From an optimization exercise on the open Yosys and OpenROAD flow, aimed at small area and a short achievable clock period; shortcuts taken in it are not production practice. At most, simulation tests tie the RTL to the original design; equivalence was not proved. For run 1, only the layout was checked, not whether the RTL still works.

==> flow/design.v (outline; a module is shown in full before it is edited, if it fits) <==
// module image_enhance: 4019 lines
module image_enhance (
    input  logic        clk,
    input  logic        reset,
    input  logic        stall,
    input  logic [80:0] img,
    input  logic [71:0] fil,
    input  logic [8:0]  add_img,
    output logic [29:0] out
);
  // ...
==> flow/flow/run.sh <==
#!/bin/bash
# Layout flow: the standard synthesis, then a netlist pass that removes
# inverters around the full-adder cells (flow/invopt.py: cell polarities chosen so fewer inverters are needed), then the standard
# ORFS flow from floorplan to finish with the settings in flow/settings.txt.
set -euo pipefail
R=orfs/results/sky130hd/image_enhance/base
bash standard.sh synth > synth.log 2>&1
python3 flow/invopt.py $R/1_2_yosys.v $R/1_2_yosys_invopt.v > invopt.log 2>&1
cp $R/1_2_yosys.v $R/1_2_yosys_orig.v
cp $R/1_2_yosys_invopt.v $R/1_2_yosys.v
rm -f $R/1_synth.odb $R/1_synth.sdc
mapfile -t EXTRA < flow/settings.txt
bash standard.sh "${EXTRA[@]}" finish > finish.log 2>&1
==> flow/flow/settings.txt <==
SETUP_SLACK_MARGIN=15.0
BUFFER_PORTS_ARGS=-buffer_cell sky130_fd_sc_hd__buf_1
==> flow/standard.sh <==
#!/bin/bash
# synth_recipe.tcl (not shown) runs the flow's synth.tcl, then flattens the netlist and writes it again
# the make line also repeats each setting of config.mk as NAME=value (left out here)
make -C /OpenROAD-flow-scripts/flow DESIGN_CONFIG=/design/flow/config.mk WORK_HOME=/design/flow/orfs CLKGATE_MAP_FILE= SYNTH_SCRIPT=/design/flow/synth_recipe.tcl "${@:-finish}"
==> flow/config.mk <==
export PLATFORM = sky130hd
export DESIGN_NAME = image_enhance
export DESIGN_NICKNAME = image_enhance
export VERILOG_FILES = /design/flow/design.v
export SDC_FILE = /design/flow/constraint.sdc
export NUM_CORES = 4
export LEC_CHECK = 0
export CAP_MARGIN = 20
export CORE_MARGIN = 2
export CORE_UTILIZATION = 30
export SLEW_MARGIN = 20
==> flow/constraint.sdc <==
create_clock -name core_clock -period 20.0 [get_ports {clk}]
set_input_delay 4.0000 -clock core_clock [delete_from_list [all_inputs] [get_ports {clk}]]
set_output_delay 4.0000 -clock core_clock [all_outputs]
set_load 0.01 [all_outputs]
Not shown: flow/flow/invopt.py
==> out/results.ini, run 1 <==
[setup_path]
worstReg2RegStart = g_r[58]
timing.reg2reg.setup_slack_ns = 15.04
critPathKind = flop to primary output
cp_top_family = flip-flops
register_to_register_path_depth = 9
crit_chain = buf_2

[cells_and_area]
proportion_of_cell_area_occupied_by_registers = 0.266
largest_register_ffs = 81
postLayoutCoreUtil = 0.351
sequential_cell_count_of_the_final_layout = 276
flow.area_growth_from_synthesis_pct = 16.0
clock_buffer_count = 38

[die]
num_io_pins = 195
taps = 1155

[clock_network]
post_cts_resized = 92
clk_pin_slew_worst_paths_ns = 0.06
insertion_delay_ns = 0.60
post-cts-setup-buffers = 49
clock-root-buffer = sky130_fd_sc_hd__clkbuf_16

[routing]
met2RoutedLength_um = 39900
detail_route.wirelength_um = 83700
ant_nets = 0
dr.pass1.iters = 5
detail_route.iter0.violations = 1546
met3_wirelength_from_detailed_routing_um = 8640

[grt]
global_route_wire_length_before_repair_um = 124000
grt_use_met1 = 0.253
grt_start_max_net_pins = 74
grt_most_used_layer = met2

[timing]
whs_ns = 0.495
setup_viol = 0
grt_setup_unrepaired = true
final_hold_viol_count = 0

[outcome]
status = complete, no violations

[logic_synthesis]
synth.cell_area_um2 = 26300

==> inputs of run 2 (changes only) <==
--- a/flow/design.v
+++ b/flow/design.v
@@ -3975,39 +3975,29 @@
     assign s1973 = c1898 ^ c1934 ^ s1935;
     assign c1974 = (c1898 & c1934) | (s1935 & (c1898 ^ c1934));
     logic [19:0] x1, x0, x;
     assign x1 = {c1974, c1972, c1970, c1968, c1966, c1964, c1962, c1960, c1958, c1956, c1954, c1952, c1950, c1948, c1946, c1944, c1942, c1940, c1938, s1937} + {c1936, s1973, s1971, s1969, s1967, s1965, s1963, s1961, s1959, s1957, s1955, s1953, s1951, s1949, s1947, s1945, s1943, s1941, s1939, s1899};
     assign x0 = 20'd510 + 20'(d2 ? a_r : 9'd0);
     assign x = (s2 & d2) ? x1 : x0;
     logic [16:0] xh_r;
     logic        xn_r;
-    logic        on_r;    
     logic        d3;      
     always_ff @(posedge clk) begin
         if (!stall) begin
             xh_r <= x[19:3];
             xn_r <= x[19] & (|x[2:0]);
-            on_r <= x[19] & ~((&x[18:3]) & (|x[2:0]));
         end
     end
     logic signed [16:0] o_r;
-    logic               o_s, o_t;
     always_ff @(posedge clk) begin
-        if (reset) begin
-            o_r <= 17'd0;
-            o_s <= 1'b0;
-            o_t <= 1'b0;
-        end else if (!stall) begin
-            o_r <= d3 ? xh_r + {16'd0, xn_r} : 17'd0;
-            o_s <= d3 & xh_r[16] & ~(xn_r & (&xh_r[15:0]));
-            o_t <= d3 & on_r;
-        end
+        if (reset) o_r <= 17'd0;
+        else if (!stall) o_r <= d3 ? xh_r + {16'd0, xn_r} : 17'd0;
     end
-    assign out = {{4{o_t}}, {5{o_s}}, {5{o_r[16]}}, o_r[15:0]};
+    assign out = {{13{o_r[16]}}, o_r};
     always_ff @(posedge clk) begin
         if (reset) begin
             v1 <= 1'b0;
             s2 <= 1'b0;
             d2 <= 1'b0;
             d3 <= 1'b0;
         end else if (!stall) begin
             v1 <= 1'b1;
==> flow/flow/run.sh (replaced) <==
#!/bin/bash
# Layout flow: the standard synthesis, then a netlist pass that removes
# inverters around the full-adder cells (flow/invopt.py), then the standard
# ORFS flow from floorplan to finish with the settings in flow/settings.txt.
set -euo pipefail
R=orfs/results/sky130hd/image_enhance/base
bash standard.sh synth > synth.log 2>&1
python3 flow/invopt.py $R/1_2_yosys.v $R/1_2_yosys_invopt.v > invopt.log 2>&1
cp $R/1_2_yosys.v $R/1_2_yosys_orig.v
cp $R/1_2_yosys_invopt.v $R/1_2_yosys.v
rm -f $R/1_synth.odb $R/1_synth.sdc
mapfile -t EXTRA < flow/settings.txt
bash standard.sh "${EXTRA[@]}" finish > finish.log 2>&1
==> flow/flow/invopt.py (replaced) <==
#!/usr/bin/env python3
"""Remove inverters around full-adder cells in a mapped sky130hd netlist.

A full adder is self-dual: FA(~a,~b,~c) = (~sum, ~cout).  Each fa cell may
therefore be "flipped" (fed the complements of its inputs, giving the
complements of its outputs) without changing the function.  This picks a
flip for every fa cell, greedily, to minimise the inverters needed, then
rebuilds the inverters: at most one per driven signal.

Usage: invopt.py IN.v OUT.v
"""
import re, sys
from collections import defaultdict

src = open(sys.argv[1]).read()
OUTP = {"X", "Y", "Q", "Q_N", "SUM", "COUT", "HI", "LO", "GCLK"}
inst_re = re.compile(r'^(\s*)(sky130_fd_sc_hd__\w+)\s+(\S+)\s*\((.*?)\);\n', re.S | re.M)
pin_re = re.compile(r'\.(\w+)\(\s*((?:\\\S+\s)|[^()\s]+(?:\[\d+\])?)\s*\)')

cells = []
pieces = []
last = 0
for m in inst_re.finditer(src):
    pieces.append(src[last:m.start()])
    pins = [(p, n.strip()) for p, n in pin_re.findall(m.group(4))]
    cells.append({"type": m.group(2), "name": m.group(3), "pins": pins, "ind": m.group(1)})
    pieces.append(len(cells) - 1)
    last = m.end()
pieces.append(src[last:])

# special nets: ports and anything in assign statements stay as they are
header_text = "".join(p for p in pieces if isinstance(p, str))
special = set()
for m in re.finditer(r'^\s*(input|output|inout)\s+(\[[^\]]*\]\s*)?(\S+?)\s*;', header_text, re.M):
    special.add(m.group(3))
for m in re.finditer(r'^\s*assign\s+(.*?);', header_text, re.M | re.S):
    for t in re.findall(r'\\\S+|[A-Za-z_][\w$]*', m.group(1)):
        special.add(t)

def base(n):
    n = n.strip()
    if n.startswith("\\"):
        return n
    return re.sub(r'\[\d+\]$', '', n)

def is_special(n):
    return n in special or base(n) in special

driver = {}
loads = defaultdict(list)
for i, c in enumerate(cells):
    for p, n in c["pins"]:
        if p in OUTP:
            driver[n] = (i, p)
        else:
            loads[n].append((i, p))

def is_inv(c):
    return re.match(r'sky130_fd_sc_hd__(clk)?inv_\d+$', c["type"]) is not None

def is_fa(c):
    return re.match(r'sky130_fd_sc_hd__fa_\d+$', c["type"]) is not None

# root of each net through inverter chains
def root_of(n):
    par = 0
    seen = 0
    while n in driver and is_inv(cells[driver[n][0]]) and seen < 100:
        ci = driver[n][0]
        n = dict(cells[ci]["pins"])["A"]
        par ^= 1
        seen += 1
    return n, par

# build trees: root -> list of (cell, pin, parity), frozen flag
trees = {}
inv_cells = set()
for i, c in enumerate(cells):
    if is_inv(c):
        inv_cells.add(i)
netroot = {}
allnets = set(driver) | set(loads)
for n in allnets:
    netroot[n] = root_of(n)
for n, (r, par) in netroot.items():
    t = trees.setdefault(r, {"loads": [], "frozen": False, "nets": []})
    t["nets"].append((n, par))
    if is_special(n) and (n != r):
        t["frozen"] = True
    for (ci, p) in loads[n]:
        if ci in inv_cells:
            continue
        t["loads"].append((ci, p, par))
# a special root net itself is fine (it keeps its value if its driver is fixed)
for r, t in trees.items():
    if is_special(r):
        t["special_root"] = True

flip = defaultdict(int)
fixed = set()
for r, t in trees.items():
    if t["frozen"] or t.get("special_root"):
        if r in driver:
            fixed.add(driver[r][0])
        if t["frozen"]:
            for (ci, p, par) in t["loads"]:
                fixed.add(ci)
# output-inverting swaps for simple gates: type -> (other type, old pin, new pin, area delta)
AREA = {"and2_1": 6.256, "nand2_1": 3.7536, "or2_1": 6.256, "nor2_1": 3.7536,
        "xor2_1": 8.7584, "xnor2_1": 8.7584, "and3_1": 6.256, "nand3_1": 5.0048,
        "or3_1": 6.256, "nor3_1": 5.0048, "a21oi_1": 5.0048, "a21o_1": 7.5072,
        "o21ai_0": 5.0048, "o21a_1": 7.5072, "and4_1": 8.7584, "nand4_1": 6.256,
        "a22oi_1": 7.5072, "a22o_1": 8.7584, "o22ai_1": 6.256, "o22a_1": 8.7584,
        "a31oi_1": 6.256, "a31o_1": 8.7584}
PAIRS = [("and2_1", "nand2_1"), ("or2_1", "nor2_1"), ("xor2_1", "xnor2_1"),
         ("and3_1", "nand3_1"), ("or3_1", "nor3_1"), ("a21o_1", "a21oi_1"),
         ("o21a_1", "o21ai_0"), ("and4_1", "nand4_1"), ("a22o_1", "a22oi_1"),
         ("o22a_1", "o22ai_1"), ("a31o_1", "a31oi_1")]
SWAP = {}
for a, b in PAIRS:
    SWAP["sky130_fd_sc_hd__" + a] = "sky130_fd_sc_hd__" + b
    SWAP["sky130_fd_sc_hd__" + b] = "sky130_fd_sc_hd__" + a
def outpin(t):
    n = t[len("sky130_fd_sc_hd__"):]
    return "X" if n.split("_")[0] in ("and2", "or2", "and3", "or3", "a21o", "o21a", "and4", "a22o", "o22a", "a31o") else "Y"
def swap_delta(c):
    a = AREA[c["type"][len("sky130_fd_sc_hd__"):]]
    b = AREA[SWAP[c["type"]][len("sky130_fd_sc_hd__"):]]
    return b - a
flippable = [i for i, c in enumerate(cells) if (is_fa(c) or c["type"] in SWAP) and i not in fixed]
flipset = set(flippable)
isfa = {i: is_fa(cells[i]) for i in flippable}
INV = 3.7536

def drv_cell(r):
    return driver[r][0] if r in driver else None

def tree_cost(r):
    t = trees[r]
    if t["frozen"]:
        return 0
    dc = drv_cell(r)
    pd = flip[dc] if dc is not None else 0
    need = False
    for (ci, p, par) in t["loads"]:
        if par ^ pd ^ (flip[ci] if (ci in flipset and isfa[ci]) else 0):
            need = True
            break
    return INV if need else 0

def own(ci):
    return 0 if isfa[ci] or not flip[ci] else swap_delta(cells[ci])

cell_roots = defaultdict(set)
for r, t in trees.items():
    dc = drv_cell(r)
    if dc is not None:
        cell_roots[dc].add(r)
    for (ci, p, par) in t["loads"]:
        cell_roots[ci].add(r)

import random, math
random.seed(1)
def total():
    return sum(tree_cost(r) for r in trees) + sum(own(c) for c in flippable)
def delta_flip(ci):
    rs = cell_roots[ci]
    c0 = sum(tree_cost(r) for r in rs) + own(ci)
    flip[ci] ^= 1
    c1 = sum(tree_cost(r) for r in rs) + own(ci)
    flip[ci] ^= 1
    return c1 - c0
before = total()
best = before
bestflip = dict(flip)
T = 4.0
steps = 200 * len(flippable)
for s_ in range(steps):
    ci = random.choice(flippable)
    dl = delta_flip(ci)
    if dl < 0 or (T > 0.01 and random.random() < math.exp(-dl / T)):
        flip[ci] ^= 1
    T = 4.0 * (1 - s_ / steps)
changed = True
passes = 0
while changed and passes < 50:
    changed = False
    passes += 1
    for ci in flippable:
        if delta_flip(ci) < 0:
            flip[ci] ^= 1
            changed = True
after = total()
print(f"inverters: {len(inv_cells)} cells; cost {before:.1f} -> {after:.1f}; "
      f"flipped {sum(flip[c] for c in flippable)} of {len(flippable)} cells, {passes} passes",
      file=sys.stderr)

# rebuild
remove = set()
for r, t in trees.items():
    if t["frozen"]:
        continue
    for (n, par) in t["nets"]:
        if n in driver and driver[n][0] in inv_cells:
            remove.add(driver[n][0])
new_cells = []
new_wires = []
k = 0
for r, t in trees.items():
    if t["frozen"]:
        continue
    dc = drv_cell(r)
    pd = flip[dc] if dc is not None else 0
    invnet = None
    for (ci, p, par) in t["loads"]:
        needinv = par ^ pd ^ (flip[ci] if (ci in flipset and isfa[ci]) else 0)
        target = r
        if needinv:
            if invnet is None:
                k += 1
                invnet = f"_invopt_n{k}_"
                new_wires.append(invnet)
                new_cells.append({"type": "sky130_fd_sc_hd__inv_1", "name": f"_invopt_{k}_",
                                  "pins": [("A", r), ("Y", invnet)], "ind": "  "})
            target = invnet
        c = cells[ci]
        c["pins"] = [(pp, target if pp == p else nn) for (pp, nn) in c["pins"]]

for ci in flippable:
    if flip[ci] and not isfa[ci]:
        c = cells[ci]
        op, nt = outpin(c["type"]), SWAP[c["type"]]
        np_ = outpin(nt)
        c["type"] = nt
        c["pins"] = [((np_ if pp == op else pp), nn) for (pp, nn) in c["pins"]]

def fmt_net(n):
    return n + " " if n.startswith("\\") else n

def fmt(c):
    pins = ",\n".join(f"    .{p}({fmt_net(n)})" for p, n in c["pins"])
    return f"{c['ind']}{c['type']} {c['name']} (\n{pins}\n  );\n"

used = set()
for i, c in enumerate(cells):
    if i in remove:
        continue
    for p, n in c["pins"]:
        used.add(n)
for c in new_cells:
    for p, n in c["pins"]:
        used.add(n)

out = []
for p in pieces:
    if isinstance(p, str):
        # drop declarations of wires that are no longer used
        def keep(m):
            n = m.group(1)
            if n in used or is_special(n) or n.startswith("["):
                return m.group(0)
            return ""
        p = re.sub(r'^\s*wire\s+(\\\S+|[\w$]+)\s*;\n', keep, p, flags=re.M)
        out.append(p)
    elif p not in remove:
        out.append(fmt(cells[p]))
text = "".join(out)
decl = "".join(f"  wire {w};\n" for w in new_wires)
newc = "".join(fmt(c) for c in new_cells)
i = text.rfind("endmodule")
text = text[:i] + newc + text[i:]
m = re.search(r'^\s*wire\s', text, re.M)
text = text[:m.start()] + "\n" + decl + text[m.start():]
open(sys.argv[2], "w").write(text)
print(f"removed {len(remove)} inverters, added {len(new_cells)}", file=sys.stderr)
==> flow/flow/settings.txt (replaced) <==
SETUP_SLACK_MARGIN=14.5
BUFFER_PORTS_ARGS=-buffer_cell sky130_fd_sc_hd__buf_4
==> run 2 against run 1 <==
Flip-flop and latch count shrank 3. Area after synthesis fell by 0.23%. Utilization shrank 0.70 points. Design area down 2.1%. Register-to-register slack got worse by 0.17 ns. Die area decreased by 0.22%. First-iteration DRC count grew 1.9%. Non-clock buffer count fell by 93.
==> out/results.ini, run 2 <==
[grt]
antenna_found_initial = 2
vias_in_the_first_global_route = 17700
track_usage = 0.185
grt_start_max_net_pins = 79  ; +6.8%
global_route_wire_length_before_repair_um = 121000  ; -2.2%
global_route.overflow_total = 0

[placed_design]
gpl.final_weighted_congestion = 1.02
dpl_cell_area_um2 = 28900
placed_wire_length_estimate_after_detailed_placement_um = 68800
buffer_ports.inserted = 194

[setup_path]
worst_setup_path_endpoint = f_r[17]
timing.reg2reg.setup_slack_ns = 14.87  ; -0.17 ns
critPathKind = primary input to flop
crit_path_start_kind = primary input
timing.critical_path.required_ns = 20.27
worst_setup_path_startpoint = stall
cp_max_fo = 78
rr_endpoint = cs_r[43]
critPathCaptureType = flop
worst-endpoint-arrival_ns = 5.57
worstReg2RegStart = f_r[3]
register_to_register_path_depth = 10  ; +1

[cells_and_area]
mostFrequentLayoutCell = sky130_fd_sc_hd__fa_1
largest_register_ffs = 81  ; unchanged
regs_by_ff_count = g_r (81), cs_r (74), f_r (72)
finalInstanceArea_um2 = 29900
flow.area_growth_from_synthesis_pct = 13.8
fin_nets = 3057
drive_gt1_frac = 0.112
most_flops_register = g_r
num-fill-cells = 8591
layout_common_cells = 620 x sky130_fd_sc_hd__fa_1, 530 x sky130_fd_sc_hd__nand2_1, 254 x sky130_fd_sc_hd__edfxtp_1
diodes = 0

[worst_hold_path]
hold_class = flop to flop

[die]
std_cell_rows = 108
floorplan.die_area_um2 = 89900
die_x_um = 300
initial_core_util = 0.303
die_height_um = 300
core_area_um2 = 86800
num_io_pins = 195  ; unchanged

[routing]
detail_route.wirelength_um = 82600  ; -1.3%
vias_after_detailed_routing = 16600
post-route-drc-count = 0
detail_route.iter0.violations = 1575  ; +1.9%
routedWlPerCell_um = 24.4
dr.pass1.iters = 5  ; unchanged
avgViaCountPerCell = 4.90
ant_nets = 0  ; unchanged

[clock_network]
insertion_delay_ns = 0.64  ; +0.04 ns
clock_sinks = 273
clock-root-buffer = sky130_fd_sc_hd__clkbuf_16
tritoncts = yes
hold_buffers = 0
ctsHtreeMaxLevel = 1
numCtsBuffers = 31
clock_path_buffers = 3
clk_pin_slew_worst_paths_ns = 0.06  ; about the same

[timing]
achievable-frequency_mhz = 189
layout_min_cycle_time_ns = 5.30
setup_viol = 0  ; unchanged
grt_setup_unrepaired = false
max_slew_margin = 0.334
timing_max_transition_violations_final = 0
period_utilisation_layout = 0.265
timing_worst_slew_pin_value_ns = 0.998
final_hold_viol_count = 0  ; unchanged
final_total_negative_setup_slack_ns = 0
clock_skew_ns = 0.0467

[logic_synthesis]
synth_cells = 2037
synth_fp_nets = 2886
synthesis.area_per_instance_um2 = 12.9
yosysWarningCount = 1
synth.cell_area_um2 = 26200  ; -0.23%

[outcome]
status = complete, no violations

[job]
number_of_violations_of_the_max_capacitance_limit = 0

-- run 2: metal layers --
| layer | vias up | part of all wire | track usage | wire [um] |
|---|---|---|---|---|
| met5 | - | 0.00012 | 0 | 10 |
| met3 | 176 | 0.097 | 0.0413 | 7970 |
| met1 | 8702 | 0.39 | 0.246 | 32200 |
| met4 | 2 | 0.052 | 0.0805 | 4310 |
| li1 | 6809 | - | - | - |
| met2 | 923 | 0.46 | 0.292 | 38100 |
-- run 2: critical path, cell delays in order --
cell and delay, ns:
sky130_fd_sc_hd__buf_4 0.20, sky130_fd_sc_hd__clkinvlp_4 0.36, sky130_fd_sc_hd__buf_12 0.40, sky130_fd_sc_hd__buf_8 0.43
-- run 2: cell type report --
type                    instances  area [um2]  area share
repair inverters                1        5.00    0.000168
clock inverters                23         160     0.00536
well taps                    1155        1450      0.0484
inverters                     129         488      0.0163
multi-input cells            1575       17500       0.585
clock buffers                  34         787      0.0263
flip-flops and latches        273        8010       0.268
repair buffers                197        1500      0.0502
-- run 2: worst min path at each step --
stage	start	end	slack, ns	depth (start not counted)
floorplan	o_r[13]	o_r[13]	0.49	2
global placement	o_r[14]	o_r[14]	0.49	2
detailed placement	o_r[14]	o_r[14]	0.47	2
CTS	o_r[14]	o_r[14]	0.48	2
global route	o_r[14]	o_r[14]	0.50	2
finish	o_r[14]	o_r[14]	0.48	2
-- run 2: per-stage QoR --
step | hold slack (ns) | setup slack, ns | std cells | utilization
floorplan | 0.490 | 11.70 | 2037 | -
global placement | 0.486 | 13.03 | 3329 | 0.333
global route | 0.501 | 14.60 | 3387 | 0.344
finish | 0.479 | 14.70 | 3387 | 0.344
CTS | 0.482 | 14.52 | 3387 | 0.344
detailed placement | 0.473 | 12.98 | 3329 | 0.333
-- run 2: repair_timing --
item                                    in CTS  in global routing
pin swaps                                    0                  0
cloned                                       1                  0
setup buffers                                0                  0
endpoints found under the setup margin      77                 77
resized for setup                            3                  4
==> inputs of run 3 (changes only) <==
==> flow/flow/settings.txt (replaced) <==
SETUP_SLACK_MARGIN=15.3
BUFFER_PORTS_ARGS=-buffer_cell sky130_fd_sc_hd__buf_1
==> run 3 against run 2 <==
Utilization increased by 1.7 points. Clock-buffer cell count up 6. Register-to-register slack improved by 0.28 ns. Fmax is 3.2% higher. First-iteration DRC count is 24% higher. Flip-flop and latch count unchanged. Highest routed layer unchanged. Critical endpoint is now out[23]. Global-route usage is 1.2 points higher.
==> out/results.ini, run 3 <==
[clock_network]
numCtsBuffers = 34  ; +9.7%
clock_path_buffers = 3  ; unchanged
clk_pin_slew_worst_paths_ns = 0.06  ; about the same
ctsHtreeMaxLevel = 2  ; +1
insertion_delay_ns = 0.59  ; -0.05 ns
hold_buffers = 0  ; unchanged
clock-root-buffer = sky130_fd_sc_hd__clkbuf_16
clock_sinks = 273  ; unchanged
tritoncts = yes

[timing]
timing_worst_slew_pin_value_ns = 0.862  ; -0.136 ns
layout_min_cycle_time_ns = 5.14  ; -0.162 ns
timing_max_transition_violations_final = 0  ; unchanged
whs_ns = 0.485  ; +0.00568 ns
final_total_negative_setup_slack_ns = 0  ; unchanged
achievable-frequency_mhz = 195  ; +3.2%
setup_viol = 0  ; unchanged
grt_setup_unrepaired = true
period_utilisation_layout = 0.257  ; -0.00811
setup_ws_ns = 14.86  ; +0.162 ns
final_hold_viol_count = 0  ; unchanged
max_slew_margin = 0.425  ; +0.0908
clock_skew_ns = 0.0416  ; -0.00508 ns

[placed_design]
dpl_cell_area_um2 = 28200  ; -2.5%
post-place-cells = 3330  ; +0.030%
placed_wire_length_estimate_after_detailed_placement_um = 69600  ; +1.3%
preCtsSetupSlack_ns = 12.93  ; -0.0502 ns
buffer_ports.inserted = 194  ; unchanged
gpl.final_weighted_congestion = 0.967  ; -5.5%

[setup_path]
critPathCaptureType = primary output
critical-path-slowest-cell = sky130_fd_sc_hd__dfxtp_4
worst-path-buf-inv = 1  ; -3
timing.critical_path.required_ns = 16.00  ; -4.27 ns
register_to_register_path_depth = 10  ; unchanged
worst-endpoint-arrival_ns = 1.14  ; -4.43 ns
timing.critical_path.slowest_cell_delay_ns = 0.41  ; -0.02 ns
critical_path_depth = 1  ; -3
crit_chain = buf_2
cp_top_family = flip-flops
critPathKind = flop to primary output
cp_max_fo = 15  ; -81%
crit_path_start_kind = flop

[cells_and_area]
fin_nets = 3226  ; +5.5%
layout_common_cells = 530 x sky130_fd_sc_hd__fa_1, 520 x sky130_fd_sc_hd__nand2_1, 254 x sky130_fd_sc_hd__edfxtp_1
drive_gt1_frac = 0.160  ; +0.0475
instances_no_fill = 3556  ; +5.0%
most_flops_register = g_r
finalInstanceArea_um2 = 31300  ; +4.9%
postLayoutCoreUtil = 0.361  ; +0.0169
diodes = 0  ; unchanged
largest_register_ffs = 81  ; unchanged
regs_by_ff_count = g_r (81), cs_r (74), f_r (72)
mostFrequentLayoutCell = sky130_fd_sc_hd__fa_1
flow.area_growth_from_synthesis_pct = 19.4
num-fill-cells = 8475  ; -1.4%

[die]
die_height_um = 300  ; unchanged
std_cell_rows = 108  ; unchanged
initial_core_util = 0.303  ; unchanged
die_x_um = 300  ; unchanged
floorplan.die_area_um2 = 89900  ; unchanged
num_io_pins = 195  ; unchanged
core_area_um2 = 86800  ; unchanged

[worst_hold_path]
hold_class = flop to flop
min_delay_path_depth = 2  ; unchanged

[routing]
dr.pass1.iters = 6  ; +1
vias_after_detailed_routing = 17500  ; +5.2%
detail_route.wirelength_um = 87900  ; +6.4%
avgViaCountPerCell = 4.91  ; +0.16%
routedWlPerCell_um = 24.7  ; +1.4%
post-route-drc-count = 0  ; unchanged
detail_route.iter0.violations = 1952  ; +24%
ant_nets = 0  ; unchanged

[logic_synthesis]
synth_cells = 2037  ; unchanged
yosysWarningCount = 1  ; unchanged
synth.cell_area_um2 = 26200  ; unchanged
synthesis.area_per_instance_um2 = 12.9  ; unchanged
synth_fp_nets = 2886  ; unchanged

[grt]
vias_in_the_first_global_route = 18700  ; +5.6%
grt_start_max_net_pins = 82  ; +3.8%
global_route_wire_length_before_repair_um = 128000  ; +5.5%
antenna_found_initial = 7  ; +5
track_usage = 0.197  ; +0.0118
global_route.overflow_total = 0  ; unchanged

[job]
number_of_violations_of_the_max_capacitance_limit = 0  ; unchanged

[outcome]
status = complete, no violations

## run 3: timing repair
item                                    4_1_cts  5_1_grt
cloned                                        7        2
buffers inserted                            128       29
pin swaps                                    38       50
endpoints found under the setup margin      316      152
hold endpoints to repair                      0        0
resized for setup                           139       61
## run 3: per-layer routing
layer  vias up  track usage  part of all wire
li1       7156            -                 -
met1      9140        0.257              0.39
met2       960        0.312              0.46
met3       206       0.0444             0.091
met4         6       0.0930             0.056
met5         -      0.00212           0.00047
## run 3: worst paths after layout
path / from / end / slack (ns)
setup / recovery: o_r[16] / out[23] / 14.86
hold / removal: o_r[14] / o_r[14] / 0.48
setup reg to reg: f_r[5] / cs_r[43] / 15.15
hold reg to reg: o_r[14] / o_r[14] / 0.48
## run 3: layout make-up
| class | count | area (um2) | area share |
|---|---|---|---|
| Timing Repair inverter | 1 | 7.51 | 0.000240 |
| Sequential cell | 273 | 8030 | 0.256 |
| Timing Repair Buffer | 363 | 2430 | 0.0774 |
| Inverter | 129 | 488 | 0.0156 |
| Multi-Input combinational cell | 1575 | 17800 | 0.567 |
| Clock buffer | 40 | 873 | 0.0279 |
| Tap cell | 1155 | 1450 | 0.0461 |
| Clock inverter | 20 | 314 | 0.0100 |
==> inputs of run 4 (changes only) <==
==> flow/flow/settings.txt (replaced) <==
SETUP_SLACK_MARGIN=15.0
BUFFER_PORTS_ARGS=-buffer_cell sky130_fd_sc_hd__buf_1
==> run 4 against run 3 <==
Still clean. Sequential share of layout area grew 0.93 points. Flip-flop and latch count unchanged. Clock-buffer cell count shrank 2. Global-route usage decreased by 0.61 points. Area after synthesis did not move. First-iteration DRC count decreased by 15%. Hold slack better by 0.0030 ns. Critical path type unchanged. Critical endpoint is now out[20].
==> out/results.ini, run 4 <==
[outcome]
status = complete, no violations

[logic_synthesis]
synthesis.area_per_instance_um2 = 12.9  ; unchanged
synth_cells = 2037  ; unchanged
yosysWarningCount = 1  ; unchanged
synth.cell_area_um2 = 26200  ; unchanged
synth_fp_nets = 2886  ; unchanged

[setup_path]
critical-path-slowest-cell = sky130_fd_sc_hd__dfxtp_4
crit_path_start_kind = flop
worst_setup_path_startpoint = o_r[16]
worst_setup_path_endpoint = out[20]
worst-path-buf-inv = 1  ; unchanged
cp_max_fo = 15  ; unchanged
worstReg2RegStart = g_r[17]
timing.critical_path.slowest_cell_delay_ns = 0.40  ; about the same
cp_top_family = flip-flops
crit_chain = buf_2
timing.reg2reg.setup_slack_ns = 15.04  ; -0.11 ns
rr_endpoint = cs_r[47]
critPathCaptureType = primary output
register_to_register_path_depth = 10  ; unchanged
worst-endpoint-arrival_ns = 1.15  ; about the same
critPathKind = flop to primary output
critical_path_depth = 1  ; unchanged
timing.critical_path.required_ns = 16.00  ; about the same

[cells_and_area]
regs_by_ff_count = g_r (81), cs_r (74), f_r (72)
layout_common_cells = 610 x sky130_fd_sc_hd__fa_1, 526 x sky130_fd_sc_hd__nand2_1, 254 x sky130_fd_sc_hd__edfxtp_1
num-fill-cells = 8554  ; +0.93%
flow.area_growth_from_synthesis_pct = 15.2
drive_gt1_frac = 0.0953  ; -0.0646
mostFrequentLayoutCell = sky130_fd_sc_hd__fa_1
largest_register_ffs = 81  ; unchanged
most_flops_register = g_r
postLayoutCoreUtil = 0.349  ; -0.0127
fin_nets = 3153  ; -2.3%
finalInstanceArea_um2 = 30200  ; -3.5%

[timing]
setup_viol = 0  ; unchanged
timing_max_transition_violations_final = 0  ; unchanged
setup_ws_ns = 14.85  ; -0.0178 ns
final_hold_viol_count = 0  ; unchanged
period_utilisation_layout = 0.258  ; +0.000890
final_total_negative_setup_slack_ns = 0  ; unchanged
timing_worst_slew_pin_value_ns = 0.847  ; -0.0150 ns
grt_setup_unrepaired = true
achievable-frequency_mhz = 194  ; -0.34%
clock_skew_ns = 0.0494  ; +0.00785 ns
max_slew_margin = 0.435  ; +0.00997
layout_min_cycle_time_ns = 5.15  ; +0.0178 ns

[routing]
avgViaCountPerCell = 4.83  ; -1.7%
dr.pass1.iters = 7  ; +1
met1_length_um = 32400  ; -5.6%
met2RoutedLength_um = 39100  ; -3.7%
uppermost_layer_routed = met4
met3_wirelength_from_detailed_routing_um = 8560  ; +6.9%
post-route-drc-count = 0  ; unchanged
vias_after_detailed_routing = 16800  ; -3.7%
ant_nets = 0  ; unchanged
detail_route.wirelength_um = 84900  ; -3.4%
detail_route.iter0.violations = 1660  ; -15%
routedWlPerCell_um = 24.4  ; -1.4%

[die]
die_height_um = 300  ; unchanged
die_x_um = 300  ; unchanged
num_io_pins = 195  ; unchanged
core_area_um2 = 86800  ; unchanged
std_cell_rows = 108  ; unchanged
initial_core_util = 0.303  ; unchanged
floorplan.die_area_um2 = 89900  ; unchanged

[grt]
antenna_found_initial = 2  ; -5
vias_in_the_first_global_route = 18300  ; -2.3%
global_route.overflow_total = 0  ; unchanged
global_route_wire_length_before_repair_um = 124000  ; -3.1%
grt_start_max_net_pins = 75  ; -8.5%
track_usage = 0.191  ; -0.00612

[clock_network]
clk_pin_slew_worst_paths_ns = 0.06  ; about the same
tritoncts = yes
numCtsBuffers = 31  ; -8.8%
clock_path_buffers = 3  ; unchanged
ctsHtreeMaxLevel = 1  ; -1
clock_sinks = 273  ; unchanged
clock-root-buffer = sky130_fd_sc_hd__clkbuf_16
insertion_delay_ns = 0.65  ; +0.06 ns
hold_buffers = 0  ; unchanged

[placed_design]
buffer_ports.inserted = 194  ; unchanged
preCtsSetupSlack_ns = 12.77  ; -0.161 ns
placed_wire_length_estimate_after_detailed_placement_um = 69400  ; -0.40%
dpl_cell_area_um2 = 28200  ; about the same
gpl.final_weighted_congestion = 0.993  ; +2.7%

[job]
number_of_violations_of_the_max_capacitance_limit = 0  ; unchanged

[worst_hold_path]
hold_class = flop to flop

run 4: how the worst min path moves through the flow:
stage	slack, ns	to	startpoint	depth (start not counted)
6_report	0.49	o_r[13]	o_r[13]	2
5_1_grt	0.51	o_r[0]	o_r[0]	2
4_1_cts	0.49	o_r[13]	o_r[13]	2
3_5_place_dp	0.48	o_r[15]	o_r[15]	2
3_3_place_gp	0.48	o_r[14]	o_r[14]	2
2_1_floorplan	0.49	o_r[13]	o_r[13]	2
run 4: timing repair:
action	CTS	global route
pin swaps	0	8
cloned	3	0
hold endpoints to repair	0	0
gates resized for setup	74	14
setup endpoints to repair	298	112
setup buffers	57	36
run 4: area by class of cell:
cell class	instances	area, um2	area share
antenna	2	5.00	0.000166
clock buffer	38	853	0.0282
clock inverter	20	223	0.00736
inverter	129	488	0.0161
multi-input combinational	1575	17500	0.579
sequential	273	8030	0.266
tap	1155	1450	0.0478
timing repair buffer	292	1670	0.0552
timing repair inverter	2	12.5	0.000414
run 4: stage by stage:
stage                     cells  hold slack (ns)
after floorplan            2037            0.490
after global routing       3484            0.512
after global placement     3330            0.479
final                      3486            0.488
after detailed placement   3330            0.478
after CTS                  3448            0.487
run 4: metal layers:
layer | vias up | global-route usage
met5 | - | 0
met4 | 0 | 0.0885
met3 | 174 | 0.0563
met2 | 839 | 0.302
met1 | 8801 | 0.241
li1 | 7012 | -

-- port drivers added, routing unchanged --
How much do the figures lean on ideal ports? The routed layouts below were timed once more, with nothing changed but the port constraints. Step 1 assumes that a clkbuf_16 drives the clock port and a buf_2 every other input. Step 2 adds t to the input delays and takes it off the output delays; t is the mean of the earliest and latest rising clock arrival at the registers after step 1. Input paths then give back, and output paths get back, about the clock's delay inside the block. Three values: ideal ports, drivers, drivers and shift; two values: the first two.
run	shift t [ns]	slack for setup (ns)	hold WS [ns]	worst register clock-pin slew, ns	pins driven straight from the clock port
run 1	0.646	14.893 / 14.828 / 14.469	0.495 / 0.495 / 0.495	0.06 / 0.06	1
run 2	0.682	14.703 / 14.692 / 14.064	0.479 / 0.479 / 0.479	0.07 / 0.07	1
run 3	0.631	14.865 / 14.799 / 14.738	0.485 / 0.485 / 0.485	0.06 / 0.06	1
run 4	0.685	14.847 / 14.783 / 14.404	0.488 / 0.488 / 0.488	0.08 / 0.08	1
After both steps every run listed still meets setup and hold. The setup slack of run 2, which loses most, moves by -0.011 ns with the drivers and by -0.639 ns with both steps.
